This is an optimization exercise on Yosys and OpenROAD, whose aim is small area, not a production implementation.

==> flow/design.v <==
module CPU(
    clk,
    inst,
    reset,
    address,
    out_data,
    store
);
    input clk;
    input reset;
    input [7:0] inst;
    output [7:0] address;
    output [7:0] out_data;
    output store;
    reg [7:0] ir;
    reg [7:0] pc;
    reg [7:0] r0, r1, r2, r3;
    wire [3:0] op = ir[7:4];
    always @(posedge clk) begin
        ir[3:0] <= inst[3:0];
        ir[6]   <= inst[6];
        ir[7]   <= inst[7] & ~reset;
        ir[5]   <= inst[5] | reset;
        ir[4]   <= inst[4] | reset;
    end
    wire [3:0] irn;
    g_inv u_irn0 (.a(ir[0]), .y(irn[0]));
    g_inv u_irn1 (.a(ir[1]), .y(irn[1]));
    g_inv u_irn2 (.a(ir[2]), .y(irn[2]));
    g_inv u_irn3 (.a(ir[3]), .y(irn[3]));
    wire ena, enb, cin;
    g_nand2 u_ena (.a(op[1]), .b(op[0]), .y(ena));
    g_inv   u_enb (.a(op[1]), .y(enb));
    g_or2   u_cin (.a(op[1]), .b(op[0]), .y(cin));
    wire [3:0] na, nb, nbl;
    g_nand3 u_nbl0 (.a(irn[1]), .b(irn[0]), .c(enb), .y(nbl[0]));
    g_nand3 u_nbl1 (.a(irn[1]), .b(ir[0]),  .c(enb), .y(nbl[1]));
    g_nand3 u_nbl2 (.a(ir[1]),  .b(irn[0]), .c(enb), .y(nbl[2]));
    g_nand3 u_nbl3 (.a(ir[1]),  .b(ir[0]),  .c(enb), .y(nbl[3]));
    g_nand3 u_na0 (.a(irn[3]), .b(irn[2]), .c(ena), .y(na[0]));
    g_nand3 u_na1 (.a(irn[3]), .b(ir[2]),  .c(ena), .y(na[1]));
    g_nand3 u_na2 (.a(ir[3]),  .b(irn[2]), .c(ena), .y(na[2]));
    g_nand3 u_na3 (.a(ir[3]),  .b(ir[2]),  .c(ena), .y(na[3]));
    g_nand3 u_nb0 (.a(irn[1]), .b(irn[0]), .c(enb), .y(nb[0]));
    g_nand3 u_nb1 (.a(irn[1]), .b(ir[0]),  .c(enb), .y(nb[1]));
    g_nand3 u_nb2 (.a(ir[1]),  .b(irn[0]), .c(enb), .y(nb[2]));
    g_nand3 u_nb3 (.a(ir[1]),  .b(ir[0]),  .c(enb), .y(nb[3]));
    wire [7:0] a, b, bx, alu;
    wire [7:0] c;
    assign c[0] = cin;
    genvar i;
    generate
        for (i = 0; i < 8; i = i + 1) begin : g_bit
            rd_mux u_ma (.r0(r0[i]), .r1(r1[i]), .r2(r2[i]), .r3(r3[i]), .n(na), .y(a[i]));
            rd_mux u_mb (.r0(r0[i]), .r1(r1[i]), .r2(r2[i]), .r3(r3[i]), .n(i < 2 ? nbl : nb), .y(b[i]));
            g_xor2 u_bx (.a(b[i]), .b(op[0]), .y(bx[i]));
            if (i < 7) begin : g_lo
                g_fa u_fa (.a(a[i]), .b(bx[i]), .ci(c[i]), .s(alu[i]), .co(c[i+1]));
            end else begin : g_hi
                wire t;
                g_xor2 u_x0 (.a(a[i]), .b(bx[i]), .y(t));
                g_xor2 u_x1 (.a(t), .b(c[i]), .y(alu[i]));
            end
        end
    endgenerate
    wire keep, ldr, we, rstn;
    g_inv   u_rstn (.a(reset), .y(rstn));
    g_nor2  u_keep (.a(op[2]), .b(reset), .y(keep));
    g_and2  u_ldr  (.a(op[2]), .b(rstn), .y(ldr));
    g_orn   u_we   (.a(op[3]), .bn(op[1]), .y(we));
    wire [1:0] wdr;
    wire kn;
    g_a22o u_wd0 (.a1(alu[0]), .a2(keep), .b1(ir[0]), .b2(ldr), .y(wdr[0]));
    g_a22o u_wd1 (.a1(alu[1]), .a2(keep), .b1(ir[1]), .b2(ldr), .y(wdr[1]));
    g_or2  u_kn  (.a(op[2]), .b(reset), .y(kn));
    wire [3:0] enn, en;
    g_a31oi u_en0 (.a1(we), .a2(irn[3]), .a3(irn[2]), .b(reset), .y(enn[0]));
    g_a31oi u_en1 (.a1(we), .a2(irn[3]), .a3(ir[2]),  .b(reset), .y(enn[1]));
    g_a31oi u_en2 (.a1(we), .a2(ir[3]),  .a3(irn[2]), .b(reset), .y(enn[2]));
    g_a31oi u_en3 (.a1(we), .a2(ir[3]),  .a3(ir[2]),  .b(reset), .y(enn[3]));
    g_inv u_enp0 (.a(enn[0]), .y(en[0]));
    g_inv u_enp1 (.a(enn[1]), .y(en[1]));
    g_inv u_enp2 (.a(enn[2]), .y(en[2]));
    g_inv u_enp3 (.a(enn[3]), .y(en[3]));
    wire [3:0] ek;
    g_nor2 u_ek0 (.a(enn[0]), .b(kn), .y(ek[0]));
    g_nor2 u_ek1 (.a(enn[1]), .b(kn), .y(ek[1]));
    g_nor2 u_ek2 (.a(enn[2]), .b(kn), .y(ek[2]));
    g_nor2 u_ek3 (.a(enn[3]), .b(kn), .y(ek[3]));
    wire [7:0] d0, d1, d2, d3;
    generate
        for (i = 0; i < 2; i = i + 1) begin : g_rfl
            g_a22o u_d0 (.a1(en[0]), .a2(wdr[i]), .b1(enn[0]), .b2(r0[i]), .y(d0[i]));
            g_a22o u_d1 (.a1(en[1]), .a2(wdr[i]), .b1(enn[1]), .b2(r1[i]), .y(d1[i]));
            g_a22o u_d2 (.a1(en[2]), .a2(wdr[i]), .b1(enn[2]), .b2(r2[i]), .y(d2[i]));
            g_a22o u_d3 (.a1(en[3]), .a2(wdr[i]), .b1(enn[3]), .b2(r3[i]), .y(d3[i]));
        end
        for (i = 2; i < 8; i = i + 1) begin : g_rfh
            g_a22o u_d0 (.a1(ek[0]), .a2(alu[i]), .b1(enn[0]), .b2(r0[i]), .y(d0[i]));
            g_a22o u_d1 (.a1(ek[1]), .a2(alu[i]), .b1(enn[1]), .b2(r1[i]), .y(d1[i]));
            g_a22o u_d2 (.a1(ek[2]), .a2(alu[i]), .b1(enn[2]), .b2(r2[i]), .y(d2[i]));
            g_a22o u_d3 (.a1(ek[3]), .a2(alu[i]), .b1(enn[3]), .b2(r3[i]), .y(d3[i]));
        end
    endgenerate
    always @(posedge clk) begin
        r0 <= d0;
        r1 <= d1;
        r2 <= d2;
        r3 <= d3;
    end
    wire op3n;
    g_inv u_op3n (.a(op[3]), .y(op3n));
    wire [3:0] bi;
    g_nand2 u_b0 (.a(irn[0]), .b(op[3]), .y(bi[0]));
    g_nor2  u_b1 (.a(irn[1]), .b(op3n), .y(bi[1]));
    g_nor2  u_b2 (.a(irn[2]), .b(op3n), .y(bi[2]));
    g_nor2  u_b3 (.a(irn[3]), .b(op3n), .y(bi[3]));
    wire [7:0] npc, pcd, addr;
    wire [7:1] k;
    g_ha  u_p0 (.a(pc[0]), .b(bi[0]), .s(npc[0]), .co(k[1]));
    g_fa  u_p1 (.a(pc[1]), .b(bi[1]), .ci(k[1]), .s(npc[1]), .co(k[2]));
    g_fa  u_p2 (.a(pc[2]), .b(bi[2]), .ci(k[2]), .s(npc[2]), .co(k[3]));
    g_fa  u_p3 (.a(pc[3]), .b(bi[3]), .ci(k[3]), .s(npc[3]), .co(k[4]));
    g_ha  u_p4 (.a(pc[4]), .b(k[4]), .s(npc[4]), .co(k[5]));
    g_ha  u_p5 (.a(pc[5]), .b(k[5]), .s(npc[5]), .co(k[6]));
    g_ha  u_p6 (.a(pc[6]), .b(k[6]), .s(npc[6]), .co(k[7]));
    g_xor2 u_p7 (.a(pc[7]), .b(k[7]), .y(npc[7]));
    generate
        for (i = 0; i < 8; i = i + 1) begin : g_pc
            g_and2 u_pcr (.a(npc[i]), .b(rstn), .y(pcd[i]));
            g_a22o u_adr (.a1(npc[i]), .a2(op[3]), .b1(pc[i]), .b2(op3n), .y(addr[i]));
        end
    endgenerate
    always @(posedge clk)
        pc <= pcd;
    assign store = op[1] & ~op[0];
    assign out_data = alu;
    assign address = addr;
endmodule
module rd_mux(r0, r1, r2, r3, n, y);
    input r0, r1, r2, r3;
    input [3:0] n;
    output y;
    wire x01, x23;
    g_o22ai u_01 (.a1(r0), .a2(n[0]), .b1(r1), .b2(n[1]), .y(x01));
    g_o22ai u_23 (.a1(r2), .a2(n[2]), .b1(r3), .b2(n[3]), .y(x23));
    g_nor2  u_y  (.a(x01), .b(x23), .y(y));
endmodule
module g_inv(a, y);
    input a; output y;
    assign y = ~a;
endmodule
module g_nand2(a, b, y);
    input a, b; output y;
    assign y = ~(a & b);
endmodule
module g_nor2(a, b, y);
    input a, b; output y;
    assign y = ~(a | b);
endmodule
module g_or2(a, b, y);
    input a, b; output y;
    assign y = a | b;
endmodule
module g_and2(a, b, y);
    input a, b; output y;
    assign y = a & b;
endmodule
module g_orn(a, bn, y);
    input a, bn; output y;
    assign y = a | ~bn;
endmodule
module g_nand3(a, b, c, y);
    input a, b, c; output y;
    assign y = ~(a & b & c);
endmodule
module g_xor2(a, b, y);
    input a, b; output y;
    assign y = a ^ b;
endmodule
module g_o22ai(a1, a2, b1, b2, y);
    input a1, a2, b1, b2; output y;
    assign y = ~((a1 | a2) & (b1 | b2));
endmodule
module g_a22o(a1, a2, b1, b2, y);
    input a1, a2, b1, b2; output y;
    assign y = (a1 & a2) | (b1 & b2);
endmodule
module g_a31oi(a1, a2, a3, b, y);
    input a1, a2, a3, b; output y;
    assign y = ~((a1 & a2 & a3) | b);
endmodule
module g_ha(a, b, s, co);
    input a, b; output s, co;
    assign s = a ^ b;
    assign co = a & b;
endmodule
module g_fa(a, b, ci, s, co);
    input a, b, ci; output s, co;
    assign s = a ^ b ^ ci;
    assign co = (a & b) | (ci & (a ^ b));
endmodule
clock: 6.0 ns
lec_check: 0
cap_margin: 20
core_margin: 2
core_utilization: 40
slew_margin: 20
synth_hierarchical: 1
standard.sh (not shown) runs the stock make flow with config.mk's settings and CLKGATE_MAP_FILE= SYNTH_SCRIPT=/design/flow/synth_recipe.tcl, a recipe that flattens the netlist after the stock synthesis.
==> flow/flow/run.sh <==
#!/bin/bash
set -e
export BUFFER_PORTS_ARGS="-buffer_cell sky130_fd_sc_hd__buf_1"
export CTS_ARGS="-sink_clustering_enable -repair_clock_nets -buf_list sky130_fd_sc_hd__clkbuf_8 -sink_clustering_size 30 -dont_use_dummy_load"
bash standard.sh > standard.log 2>&1
==> next run, changes <==
--- a/flow/design.v
+++ b/flow/design.v
@@ -33,9 +33,5 @@
     g_inv   u_enb (.a(op[1]), .y(enb));
     g_or2   u_cin (.a(op[1]), .b(op[0]), .y(cin));
-    wire [3:0] na, nb, nbl;
-    g_nand3 u_nbl0 (.a(irn[1]), .b(irn[0]), .c(enb), .y(nbl[0]));
-    g_nand3 u_nbl1 (.a(irn[1]), .b(ir[0]),  .c(enb), .y(nbl[1]));
-    g_nand3 u_nbl2 (.a(ir[1]),  .b(irn[0]), .c(enb), .y(nbl[2]));
-    g_nand3 u_nbl3 (.a(ir[1]),  .b(ir[0]),  .c(enb), .y(nbl[3]));
+    wire [3:0] na, nb;
     g_nand3 u_na0 (.a(irn[3]), .b(irn[2]), .c(ena), .y(na[0]));
     g_nand3 u_na1 (.a(irn[3]), .b(ir[2]),  .c(ena), .y(na[1]));
@@ -53,5 +49,5 @@
         for (i = 0; i < 8; i = i + 1) begin : g_bit
             rd_mux u_ma (.r0(r0[i]), .r1(r1[i]), .r2(r2[i]), .r3(r3[i]), .n(na), .y(a[i]));
-            rd_mux u_mb (.r0(r0[i]), .r1(r1[i]), .r2(r2[i]), .r3(r3[i]), .n(i < 2 ? nbl : nb), .y(b[i]));
+            rd_mux u_mb (.r0(r0[i]), .r1(r1[i]), .r2(r2[i]), .r3(r3[i]), .n(nb), .y(b[i]));
             g_xor2 u_bx (.a(b[i]), .b(op[0]), .y(bx[i]));
             if (i < 7) begin : g_lo
What happened:
- global-route usage is lower by 0.92 points
- wire length went down by about 6%
- synthesized cell count drops by about 1.9%
- sequential cell count stays the same
- design area does not change
- die area drops by about 0.9%
Function was not checked in any run of this note: the RTL went through the layout flow alone.

## static timing again, ports no longer ideal
The flow's constraints put no driver on any port. The routed layouts listed below were extracted and timed again, unchanged, in two steps.
Step 1: set_driving_cell puts a clkbuf_16 on clk and a buf_2 on each other input, an assumption about the parent block.
Step 2 moves the port delays by t, midway between the first and last clock arrival at a register: inputs arrive t later, outputs are due t later. That takes back most of the time a late clock gives input paths.
a / b / c = ideal / step 1 / step 2; a / b = the first two.
run	t, ns	setup WS [ns]	pins driven straight from the clock port
the first run	0.326	0.230 / 0.203 / 0.529	1
the second run	0.331	0.234 / 0.207 / 0.537	1
After both steps setup and hold are still met in every run listed.
